Source: an optimization exercise on an open RTL-to-GDS flow (aim: small area). Production flows keep margins and buffers that such runs may drop.
Function was checked by simulation only, so behaviour that the tests miss may differ from the original.
No activity file was given, so power comes from the tool's default toggle rates. The flow treats the clock pin as an ideal source, which a real chip does not have.

==> flow/design.v, too long to show whole: its modules and the start of the top module <==
// module ML_hold: 7 lines
// module Delay2n: 23 lines
// module ML_fa: 7 lines
// module Multiplierless_Correlator: 1245 lines
module Multiplierless_Correlator #(parameter FBIT = 7) (
	input clk, rst,
	input ena,
	input [15:0] CR_in,
	output reg [4+FBIT:0] CR_out
);
  // ...
==> flow/run.sh <==
#!/bin/bash
# synth_recipe.tcl (not shown) runs the flow's synth.tcl, then flattens the netlist and writes it again
# the make line also repeats each setting of config.mk as NAME=value (left out here)
make -C /OpenROAD-flow-scripts/flow DESIGN_CONFIG=/design/flow/config.mk WORK_HOME=/design/flow/orfs CLKGATE_MAP_FILE= SYNTH_SCRIPT=/design/flow/synth_recipe.tcl finish
==> flow/config.mk <==
export PLATFORM = sky130hd
export DESIGN_NAME = Multiplierless_Correlator
export DESIGN_NICKNAME = Multiplierless_Correlator
export VERILOG_FILES = /design/flow/design.v
export SDC_FILE = /design/flow/constraint.sdc
export NUM_CORES = 4
export LEC_CHECK = 0
export CAP_MARGIN = 0
export CORE_MARGIN = 2
export CORE_UTILIZATION = 60
export CTS_BUF_LIST = sky130_fd_sc_hd__clkbuf_16
export CTS_CLUSTER_DIAMETER = 110
export CTS_CLUSTER_SIZE = 30
export SLEW_MARGIN = 0
export SYNTH_HIERARCHICAL = 1
==> flow/constraint.sdc <==
create_clock -name core_clock -period 10.0 [get_ports {clk}]
set_input_delay 2.0000 -clock core_clock [delete_from_list [all_inputs] [get_ports {clk}]]
set_output_delay 2.0000 -clock core_clock [all_outputs]
set_load 0.01 [all_outputs]
==> impl_metrics.toml, run 1 <==
[worst_hold_path]
hp-start = "x20[2]"

[pwr]
irDropWorstVdd_mv = 0.158
p_int_w = 0.00525
p_clk_share_pct = 31.3

[routing]
routed-wl-met2_um = 35500
drtIter0Drc = 1648

[finish]
final_common_cell = "dfxtp_1"
finalNetCount = 3094
ff_latch_area_um2 = 22000
drive_gt1_share_pct = 2.50
nClkBuffers = 45
multi_input_cells = 1496

[yosys]
netlist_area_um2 = 42400
synth-xor-area-share_pct = 0
async_flop_share_pct = 0
yosys.area.top_type_share_pct = 51.9
synth_most_common_cell = "dfxtp_1"
ys_seq_elements = 1099
synth_fa_ha_area_share_pct = 18.8

[critical_path]
reg2reg_slack_ns = 1.53
cpMostUsedCell = "fa_1"

[floorplan]
start_util_pct = 60.6
die-area_um2 = 72800

[run_status]
outcome = "no timing/DRC/antenna violations"

[place]
port_buffers = 22
place_ws_ns = 1.45
place.gp.congestion = 0.845

[clock_tree]
clock-sinks = 1099
clockBufferDepth = 3
clock-root-buffer = "clkbuf_16"
==> run 2: changes to the inputs <==
==> flow/flow/run.sh (new file) <==
#!/bin/bash
# The standard layout (standard.sh), with the smallest buffer on the ports.
set -euo pipefail
bash standard.sh "BUFFER_PORTS_ARGS=-buffer_cell sky130_fd_sc_hd__buf_1" finish > standard_flow.log 2>&1
==> flow/standard.sh (new file) <==
#!/bin/bash
# synth_recipe.tcl (not shown) runs the flow's synth.tcl, then flattens the netlist and writes it again
# the make line also repeats each setting of config.mk as NAME=value (left out here)
make -C /OpenROAD-flow-scripts/flow DESIGN_CONFIG=/design/flow/config.mk WORK_HOME=/design/flow/orfs CLKGATE_MAP_FILE= SYNTH_SCRIPT=/design/flow/synth_recipe.tcl "${@:-finish}"
removed: flow/run.sh
==> impl_metrics.toml, run 2 <==
[run_status]
outcome = "no timing/DRC/antenna violations"

[yosys]
ys_seq_elements = 1099
syn_avg_cell_area_um2 = 14.9
yosys.area_share.simple_pct = 0.0384
syn_inst = 2847
synth-xor-area-share_pct = 0
synth_edf_count = 0
synth_top_family_by_area = "compound AO/OA/AOI/OAI gates"
synth_cell_types = 9
synthTopCellsByCount = "1099 x dfxtp_1, 1088 x a22o_1, 396 x fa_1"
synthTopCellsByArea = "dfxtp_1 52%, a22o_1 22%, fa_1 19%, buf_6 6.8%, ha_1 0.059%"
yosys.area.top_type = "dfxtp_1"
synth_compound_area_share_pct = 22.5
ys_warn_count = 7
synth_fa_ha_area_share_pct = 18.8
yosys.area.top_type_share_pct = 51.9
netlist_area_um2 = 42400
synth_ff_type = "dfxtp_1"
synth_most_common_cell = "dfxtp_1"
async_flop_share_pct = 0
yosysSeqAreaShare_pct = 51.9
synth_mux_area_share_pct = 0

[sta]
clock_skew_ns = 0.0214
hold_viol = 0
drv_slew = 0
slew_headroom_pct = 24.6
setup_viol = 0
clock.fmax_mhz = 118
setup_slack_ns = 1.55
rsz0062_at_grt = "no"
fin_crit_ns = 8.45
fin_crit_sh_pct = 84.5
fin_setup_tns_ns = 0
tightest_slew_ns = 1.13

[finish]
regMostFlops = "CR_out"
fin_cells = 3621
drive_gt1_share_pct = 2.50
finalNetCount = 3095
fill_cells = 5448
mostFrequentLayoutCells = "1099 x dfxtp_1, 1088 x a22o_1, 396 x fa_1, 42 x clkbuf_16, 22 x buf_1"
area_growth_pct = -0.634
largest_reg_flops = 12
n_antenna_cell = 0
final_common_cell = "dfxtp_1"

[critical_path]
cp_cell_sequence = "fa_1, fa_1, fa_1, fa_1, fa_1, fa_1, fa_1, fa_1, fa_1, fa_1, fa_1, fa_1, fa_1, fa_1, fa_1, fa_1, fa_1, a22o_2"
worstPathArrival_ns = 8.97
path_buf_inv = 0
cp_max_fo = 3
r2r_start = "f7[0]"
critPathLaunchType = "flip-flop"
path_depth = 18
cpMaxStageDelayCell = "fa_1"
cp-end-kind = "flip-flop"
reg2reg_slack_ns = 1.55
r2r-end = "CR_out[11]"
crit_type = "reg -> reg"
r2r.worst_path.cells = 18
cpMostUsedCell = "fa_1"
cp_data_required_time_ns = 10.53
crit_family = "adder cells"
slowest_delay_ns = 0.57

[worst_hold_path]
hp-start = "x29[0]"
min_delay_path_depth = 1
whs_endpoint = "x29[0]"
hold_class = "reg -> reg"

[clock_tree]
insertion_delay_ns = 0.64
postCtsSetupBuffers = 0
cts_max_level = 2
cts_buffers = 42
post_cts_resized = 0
clock-root-buffer = "clkbuf_16"
path_clk_slew_ns = 0.11
cts_tree = "done"
hold_buffers = 0
clockBufferDepth = 3
clock-sinks = 1099

[grt]
grt_max_degree = 234
antenna_found_initial = 0
gr-total-overflow = 0
grt_usage_pct = 20.1
grt_pass1_vias = 21800
grt_pass1_wl_um = 121000

[floorplan]
rows = 97
core_um2 = 70000
die_y_um = 270
start_util_pct = 60.6
die_w_um = 270
ioPinCount = 31
die-area_um2 = 72800

[routing]
wl_um = 72600
drcViolationCount = 0
wl_per_cell_um = 20.0
drtIter0Drc = 1733
first_pass_iters = 5
postRouteAntennaNets = 0
routed_via_density = 5.98
vias = 21700

[place]
dpl.hpwl_um = 47900
place_ws_ns = 1.47
place.gp.congestion = 0.845
port_buffers = 22
dp.cells = 3574

[pwr]
irDropWorstVdd_mv = 0.160
powerDensity_nw_per_um2 = 158
p_leak_nw = 17.7

[run]
cap_viol_max_count = 0
## run 2: metrics by stage
| step | instance area (µm²) | hold slack (ns) | util [%] | total power (W) |
|---|---|---|---|---|
| after detailed placement | 41000 | 0.454 | 58.6 | 0.00469 |
| final | 42100 | 0.480 | 60.2 | 0.00667 |
| after floorplan | 42400 | 0.440 | - | 0.00476 |
| after CTS | 42100 | 0.481 | 60.2 | 0.00674 |
| after global placement | 41000 | 0.451 | 58.6 | 0.00468 |
| after global routing | 42100 | 0.494 | 60.2 | 0.00692 |
## run 2: kinds of logic (layout without fill, tap and decap cells)
kind of cell | after synthesis | count (layout)
buffers and inverters | 256 | 86
other | 1 | 5
and+or+nand+nor | 3 | 3
AOI/OAI and AO/OA | 1090 | 1090
adders and majority gates | 398 | 398
DFF | 1099 | 1099
## run 2: area by class of cell
type,instances,area [µm²],area share [%]
clock buffers,42,1050,2.49
clock inverters,5,71.3,0.169
multi-input cells,1496,17600,41.7
flip-flops and latches,1099,22000,52.2
well taps,940,1180,2.79
repair buffers,39,285,0.677
## run 2: worst max path at each step
stage	start	end
after floorplan	f5[1]	CR_out[11]
after global placement	f7[0]	CR_out[11]
after detailed placement	f7[0]	CR_out[11]
after CTS	f7[0]	CR_out[11]
after global routing	f47[0]	CR_out[11]
final	f7[0]	CR_out[11]
## run 2: Yosys stat by module (local to each module, per instance), excerpt
module	copies in the design	area (µm²)	flip-flops and latches
ML_fa	396	20.0	0
Multiplierless_Correlator	1	22000	1099
## run 2: routing by layer
layer / global-route usage, % / routed length (µm) / vias to the layer above
met4: 4.59 / 1540 / 0
met3: 2.24 / 1710 / 70
li1: - / - / 10200
met1: 30.3 / 35800 / 11200
met5: 0 / 0 / -
met2: 31.6 / 33600 / 189
## run 2: where the power goes
group | switching [W] | total [W] | leakage (nW) | internal [W]
logic | 0.000158 | 0.000196 | 8.33 | 0.0000387
registers | 0.00000815 | 0.00439 | 8.85 | 0.00438
clock network | 0.00130 | 0.00208 | 0.552 | 0.000779
## run 2: worst register-to-register path, delay by kind of cell (launching register included)
family,cells,cell delay [ns]
flip-flops,1,0.42
AO/OA/AOI/OAI,1,0.28
adder cells (fa/ha/maj),17,7.64
==> run 3: changes to the inputs <==
==> flow/run.sh (new file) <==
#!/bin/bash
# synth_recipe.tcl (not shown) runs the flow's synth.tcl, then flattens the netlist and writes it again
# the make line also repeats each setting of config.mk as NAME=value (left out here)
make -C /OpenROAD-flow-scripts/flow DESIGN_CONFIG=/design/flow/config.mk WORK_HOME=/design/flow/orfs CLKGATE_MAP_FILE= SYNTH_SCRIPT=/design/flow/synth_recipe.tcl finish
--- a/flow/config.mk
+++ b/flow/config.mk
@@ -6,10 +6,10 @@
 export NUM_CORES = 4
 export LEC_CHECK = 0
-export CAP_MARGIN = 0
+export CAP_MARGIN = 20
 export CORE_MARGIN = 2
 export CORE_UTILIZATION = 60
 export CTS_BUF_LIST = sky130_fd_sc_hd__clkbuf_16
-export CTS_CLUSTER_DIAMETER = 110
-export CTS_CLUSTER_SIZE = 30
-export SLEW_MARGIN = 0
+export CTS_CLUSTER_DIAMETER = 100
+export CTS_CLUSTER_SIZE = 28
+export SLEW_MARGIN = 20
 export SYNTH_HIERARCHICAL = 1
removed: flow/flow/run.sh
removed: flow/standard.sh
==> impl_metrics.toml, run 3 <==
[run_status]
outcome = "no timing/DRC/antenna violations"

[sta]
clock_skew_ns = 0.0191
fin_crit_ns = 8.48
rsz0062_at_grt = "no"
hold_viol = 0
tightest_slew_ns = 1.07
slew_headroom_pct = 28.9
drv_slew = 0
fin_crit_sh_pct = 84.8
timing.hold.ws_ns = 0.480
fin_setup_tns_ns = 0
clock.fmax_mhz = 118
setup_viol = 0

[yosys]
synth_cell_types = 9
yosys.area.top_type = "dfxtp_1"
synth_top_family_by_area = "compound AO/OA/AOI/OAI gates"
synth_mux_area_share_pct = 0
netlist_area_um2 = 42400
synth_compound_area_share_pct = 22.5
syn_avg_cell_area_um2 = 14.9
synthTopCellsByCount = "1099 x dfxtp_1, 1088 x a22o_1, 396 x fa_1"
ys_seq_elements = 1099
syn_inst = 2847
synth_edf_count = 0
synth_fa_ha_area_share_pct = 18.8
synthTopCellsByArea = "dfxtp_1 52%, a22o_1 22%, fa_1 19%, buf_6 6.8%, ha_1 0.059%"
synth-xor-area-share_pct = 0
synth_ff_type = "dfxtp_1"
yosys.area.top_type_share_pct = 51.9
ys_warn_count = 7
async_flop_share_pct = 0
yosysSeqAreaShare_pct = 51.9
yosys.area_share.simple_pct = 0.0384
synth_most_common_cell = "dfxtp_1"

[place]
dp.cells = 3573
port_buffers = 22
place.gp.congestion = 0.845
dpl.hpwl_um = 48600

[routing]
drtIter0Drc = 1648
routed_via_density = 5.95
wl_per_cell_um = 20.4
vias = 21600
first_pass_iters = 7
drcViolationCount = 0
wl_um = 73700
postRouteAntennaNets = 0

[critical_path]
cp-end-kind = "flip-flop"
crit_type = "reg -> reg"
cpMaxStageDelayCell = "fa_1"
reg2reg_slack_ns = 1.52
critPathLaunchType = "flip-flop"
r2r_start = "f7[0]"
cp_data_required_time_ns = 10.51
slowest_delay_ns = 0.55
crit_start = "f7[0]"
path_buf_inv = 0
worstPathArrival_ns = 8.99
cp_cell_sequence = "fa_1, fa_1, fa_1, fa_1, fa_1, fa_1, fa_1, fa_1, fa_1, fa_1, fa_1, fa_1, fa_1, fa_1, fa_1, fa_1, fa_1, a22o_2"
cp_max_fo = 3
crit_family = "adder cells"
cpMostUsedCell = "fa_1"

[grt]
grt_pass1_wl_um = 121000
grt_max_degree = 214
antenna_found_initial = 0
grt_usage_pct = 20.4
grt_pass1_vias = 21800
gr-total-overflow = 0

[floorplan]
core_um2 = 70000
die_y_um = 270
ioPinCount = 31
die_w_um = 270
die-area_um2 = 72800
rows = 97
start_util_pct = 60.6

[clock_tree]
cts_tree = "done"
clockBufferDepth = 3
post_cts_resized = 0
hold_buffers = 0
path_clk_slew_ns = 0.10
cts_buffers = 45
cts_max_level = 2
postCtsSetupBuffers = 0
clock-root-buffer = "clkbuf_16"
clock-sinks = 1099
insertion_delay_ns = 0.62

[pwr]
powerDensity_nw_per_um2 = 158
p_leak_nw = 17.8
irDropWorstVdd_mv = 0.144

[finish]
fill_cells = 5471
mostFrequentLayoutCells = "1099 x dfxtp_1, 1088 x a22o_1, 396 x fa_1, 45 x clkbuf_16, 22 x clkdlybuf4s50_1"
area_growth_pct = -0.195
largest_reg_flops = 12
drive_gt1_share_pct = 2.50
fin_cells = 3621
n_antenna_cell = 0
final_common_cell = "dfxtp_1"
regMostFlops = "CR_out"
finalNetCount = 3097

[worst_hold_path]
hold_class = "reg -> reg"
hp-start = "x33[2]"

[run]
cap_viol_max_count = 0
-- run 3: cell counts after synthesis --
Identical to the previous run, type by type.
-- run 3: area by class of cell --
cell class | instances | area [µm²] | area share (%)
tap | 940 | 1180 | 2.78
clock inverter | 3 | 27.5 | 0.0650
timing repair buffer | 38 | 440 | 1.04
multi-input combinational | 1496 | 17600 | 41.5
sequential | 1099 | 22000 | 52.0
clock buffer | 45 | 1130 | 2.66
-- run 3: final timing paths --
| check | end | cells after the start |
|---|---|---|
| worst max-delay path | CR_out[11] | 18 |
| worst min-delay path | x33[2] | 1 |
| worst max register to register | CR_out[11] | 18 |
| worst min register to register | x33[2] | 1 |
-- run 3: routing by layer --
metal | global-route usage [%] | part of all wire [%] | up-vias
met5 | 0 | 0 | -
met4 | 4.96 | 2.0 | 0
met3 | 2.42 | 2.7 | 70
met2 | 33.5 | 49 | 216
met1 | 29.1 | 47 | 11000
li1 | - | - | 10200
-- run 3: stage by stage --
| step | util, % | worst slack (ns) | cell area [µm²] | power [W] |
|---|---|---|---|---|
| floorplan | - | 2.05 | 42400 | 0.00476 |
| global placement | 58.8 | 1.53 | 41200 | 0.00469 |
| detailed placement | 58.8 | 1.45 | 41200 | 0.00470 |
| CTS | 60.4 | 1.43 | 42300 | 0.00679 |
| global route | 60.4 | 1.30 | 42300 | 0.00696 |
| finish | 60.4 | 1.52 | 42300 | 0.00671 |
-- run 3: cell families (layout without fill, tap and decap cells) --
group	count (synthesis)	after routing
AOI/OAI and AO/OA	1090	1090
adders and majority gates	398	398
buffers and inverters	256	86
DFF	1099	1099
other	1	5
and+or+nand+nor	3	3
-- run 3: worst register-to-register path, delay by kind of cell, from the launching register on --
family                     cells  cell delay (ns)
adders and majority gates     17             7.70
DFF                            1             0.42
AOI/OAI and AO/OA              1             0.29
-- run 3: report_power, final --
group          internal [W]  leakage, nW  total, W  switching, W
logic             0.0000461         8.38  0.000206      0.000160
clock network      0.000820        0.564   0.00211       0.00129
registers           0.00438         8.85   0.00439    0.00000833
total               0.00525         17.8   0.00671       0.00146
-- run 3: modules after synthesis, one instance, submodules excluded, excerpt --
module,cell area (µm²),copies in the design,cells,flip-flops and latches
Multiplierless_Correlator,22000,1,1105,1099
ML_fa,20.0,396,1,0
==> run 4: changes to the inputs <==
==> flow/flow/run.sh (new file) <==
#!/bin/bash
# The standard layout (standard.sh), with the smallest buffer on the ports and
# clock tree settings: clkbuf_16 leaves, clkbuf_8 root, no dummy loads.
set -euo pipefail
bash standard.sh "BUFFER_PORTS_ARGS=-buffer_cell sky130_fd_sc_hd__buf_1" \
  "CTS_ARGS=-sink_clustering_enable -repair_clock_nets -sink_clustering_size 30 -sink_clustering_max_diameter 110 -buf_list sky130_fd_sc_hd__clkbuf_16 -root_buf sky130_fd_sc_hd__clkbuf_8 -dont_use_dummy_load" \
  finish > standard_flow.log 2>&1
==> flow/standard.sh (new file) <==
#!/bin/bash
# synth_recipe.tcl (not shown) runs the flow's synth.tcl, then flattens the netlist and writes it again
# the make line also repeats each setting of config.mk as NAME=value (left out here)
make -C /OpenROAD-flow-scripts/flow DESIGN_CONFIG=/design/flow/config.mk WORK_HOME=/design/flow/orfs CLKGATE_MAP_FILE= SYNTH_SCRIPT=/design/flow/synth_recipe.tcl "${@:-finish}"
--- a/flow/config.mk
+++ b/flow/config.mk
@@ -6,10 +6,10 @@
 export NUM_CORES = 4
 export LEC_CHECK = 0
-export CAP_MARGIN = 20
+export CAP_MARGIN = 0
 export CORE_MARGIN = 2
 export CORE_UTILIZATION = 60
 export CTS_BUF_LIST = sky130_fd_sc_hd__clkbuf_16
-export CTS_CLUSTER_DIAMETER = 100
-export CTS_CLUSTER_SIZE = 28
-export SLEW_MARGIN = 20
+export CTS_CLUSTER_DIAMETER = 110
+export CTS_CLUSTER_SIZE = 30
+export SLEW_MARGIN = 0
 export SYNTH_HIERARCHICAL = 1
removed: flow/run.sh
==> impl_metrics.toml, run 4 <==
[routing]
drcViolationCount = 0
drtIter0Drc = 1726
wl_um = 72500
postRouteAntennaNets = 0
routed_via_density = 5.99
wl_per_cell_um = 20.0
vias = 21700
first_pass_iters = 7

[critical_path]
cpMaxStageDelayCell = "fa_1"
path_buf_inv = 0
cp_data_required_time_ns = 10.59
crit_family = "adder cells"
cpMostUsedCell = "fa_1"
cp_max_fo = 3
slowest_delay_ns = 0.58
cp_cell_sequence = "fa_1, fa_1, fa_1, fa_1, fa_1, fa_1, fa_1, fa_1, fa_1, fa_1, fa_1, fa_1, fa_1, fa_1, fa_1, fa_1, fa_1, a22o_2"
cp-end-kind = "flip-flop"
worstPathArrival_ns = 9.06
critPathLaunchType = "flip-flop"
crit_type = "reg -> reg"

[pwr]
power_switching_w = 0.00142
seqPwrFrac_pct = 67.1
p_leak_nw = 17.7
swShare_pct = 21.6
irDropWorstVdd_mv = 0.150
combPwrFrac_pct = 3.0
powerDensity_nw_per_um2 = 156
p_clk_share_pct = 29.9
p_int_w = 0.00513

[worst_hold_path]
hold_class = "reg -> reg"

[finish]
fill_cells = 5460
largest_reg_flops = 12
finalNetCount = 3095
final_common_cell = "dfxtp_1"
area_growth_pct = -0.930
drive_gt1_share_pct = 2.35
mostFrequentLayoutCells = "1099 x dfxtp_1, 1088 x a22o_1, 396 x fa_1, 37 x clkbuf_16, 22 x buf_1"
regMostFlops = "CR_out"

[floorplan]
start_util_pct = 60.6
die_w_um = 270
core_um2 = 70000
die-area_um2 = 72800
rows = 97
die_y_um = 270
ioPinCount = 31

[yosys]
yosys.area.top_type_share_pct = 51.9
syn_inst = 2847
syn_avg_cell_area_um2 = 14.9
synth_edf_count = 0
ys_warn_count = 7
yosys.area.top_type = "dfxtp_1"
synth_most_common_cell = "dfxtp_1"
synth_ff_type = "dfxtp_1"
synthTopCellsByCount = "1099 x dfxtp_1, 1088 x a22o_1, 396 x fa_1"
synth_cell_types = 9
async_flop_share_pct = 0
yosysSeqAreaShare_pct = 51.9
synthTopCellsByArea = "dfxtp_1 52%, a22o_1 22%, fa_1 19%, buf_6 6.8%, ha_1 0.059%"
ys_seq_elements = 1099
netlist_area_um2 = 42400

[clock_tree]
post_cts_resized = 0
hold_buffers = 0
insertion_delay_ns = 0.76
cts_max_level = 2
postCtsSetupBuffers = 0
path_clk_slew_ns = 0.11
clock-sinks = 1099
clockBufferDepth = 3
clock-root-buffer = "clkbuf_8"
cts_tree = "done"
cts_buffers = 42

[sta]
setup_slack_ns = 1.53
fin_setup_tns_ns = 0
slew_headroom_pct = 27.8
clock.fmax_mhz = 118
setup_viol = 0
clock_skew_ns = 0.0896
fin_crit_ns = 8.47
fin_crit_sh_pct = 84.7
hold_viol = 0
drv_slew = 0
rsz0062_at_grt = "no"
tightest_slew_ns = 1.08

[place]
place_ws_ns = 1.47
dpl.hpwl_um = 47900
place.gp.congestion = 0.845
port_buffers = 22

[run]
cap_viol_max_count = 0

[grt]
grt_pass1_vias = 21800
gr-total-overflow = 0
grt_max_degree = 234
grt_pass1_wl_um = 120000
grt_usage_pct = 20.1
antenna_found_initial = 1

[run_status]
outcome = "no timing/DRC/antenna violations"
-- run 4: per-module statistics from Yosys, one instance, submodules excluded, excerpt --
module | cells | flip-flops and latches
Multiplierless_Correlator | 1105 | 1099
ML_fa | 1 | 0
-- run 4: through the flow --
step	instances	power (W)	instance area [µm²]	hold WS [ns]	utilization, %
2_1_floorplan	2851	0.00476	42400	0.440	-
3_3_place_gp	3574	0.00468	41000	0.451	58.6
3_5_place_dp	3574	0.00469	41000	0.454	58.6
4_1_cts	3616	0.00663	42000	0.417	60.0
5_1_grt	3617	0.00681	42000	0.443	60.0
6_report	3617	0.00655	42000	0.426	60.0
-- run 4: cells by family after synthesis --
group	synth area share, %
adder cells (fa/ha/maj)	18.8
other	0.00884
flip-flops	51.9
AND/OR/NAND/NOR	0.0383
AO/OA/AOI/OAI	22.5
buffers and inverters	6.80
-- run 4: layout make-up --
type                            count  area, µm²  area share [%]
Sequential cell                  1099      22000            52.4
Multi-Input combinational cell   1496      17600            41.8
Tap cell                          940       1180            2.80
Clock buffer                       42        995            2.37
Timing Repair Buffer               39        285           0.679
Antenna cell                        1       2.50         0.00596
-- run 4: path summary, 6_finish.rpt --
check,start,endpoint,slack (ns),cells after the start
min reg2reg,f57[5],f58[5],0.43,1
min,f57[5],f58[5],0.43,1
max,f7[0],CR_out[11],1.53,18
max reg2reg,f7[0],CR_out[11],1.53,18
-- run 4: power by group through the flow --
stage / clock network, W / registers [W] / logic [W]
after floorplan: 0 / 0.00449 / 0.000268
after global placement: 0 / 0.00449 / 0.000192
after detailed placement: 0 / 0.00449 / 0.000197
after CTS: 0.00204 / 0.00439 / 0.000198
after global routing: 0.00219 / 0.00440 / 0.000218
final: 0.00196 / 0.00439 / 0.000197
-- run 4: metal layers --
| metal | share of wire [%] | track usage [%] | routed length, µm | up-vias |
|---|---|---|---|---|
| met3 | 2.4 | 2.28 | 1740 | 72 |
| li1 | - | - | - | 10200 |
| met2 | 46 | 31.6 | 33700 | 193 |
| met1 | 49 | 30.3 | 35600 | 11200 |
| met4 | 2.1 | 4.53 | 1490 | 0 |
| met5 | 0 | 0 | 0 | - |

-- static timing again, ports no longer ideal --
The flow's constraints put no driver on any port. The routed layouts listed below were extracted and timed again, unchanged, in two steps.
Step 1: set_driving_cell puts a clkbuf_16 on clk and a buf_2 on each other input, an assumption about the parent block.
Step 2 moves the port delays by t, midway between the first and last clock arrival at a register: inputs arrive t later, outputs are due t later. That takes back most of the time a late clock gives input paths.
Slacks: ideal ports / drivers / drivers and shift; pairs: ideal ports / drivers.
run | t, ns | setup slack, ns | worst setup path at the end | worst register clock-pin slew, ns | worst slew at a driven data input, ns
run 1 | 0.672 | 1.530 / 1.530 / 1.530 | register to register | 0.12 / 0.12 | 0.05
run 2 | 0.688 | 1.555 / 1.555 / 1.555 | register to register | 0.12 / 0.12 | 0.08
run 3 | 0.679 | 1.520 / 1.520 / 1.520 | register to register | 0.11 / 0.11 | 0.05
run 4 | 0.778 | 1.527 / 1.527 / 1.527 | register to register | 0.12 / 0.12 | 0.08
After both steps every run listed still meets setup and hold.
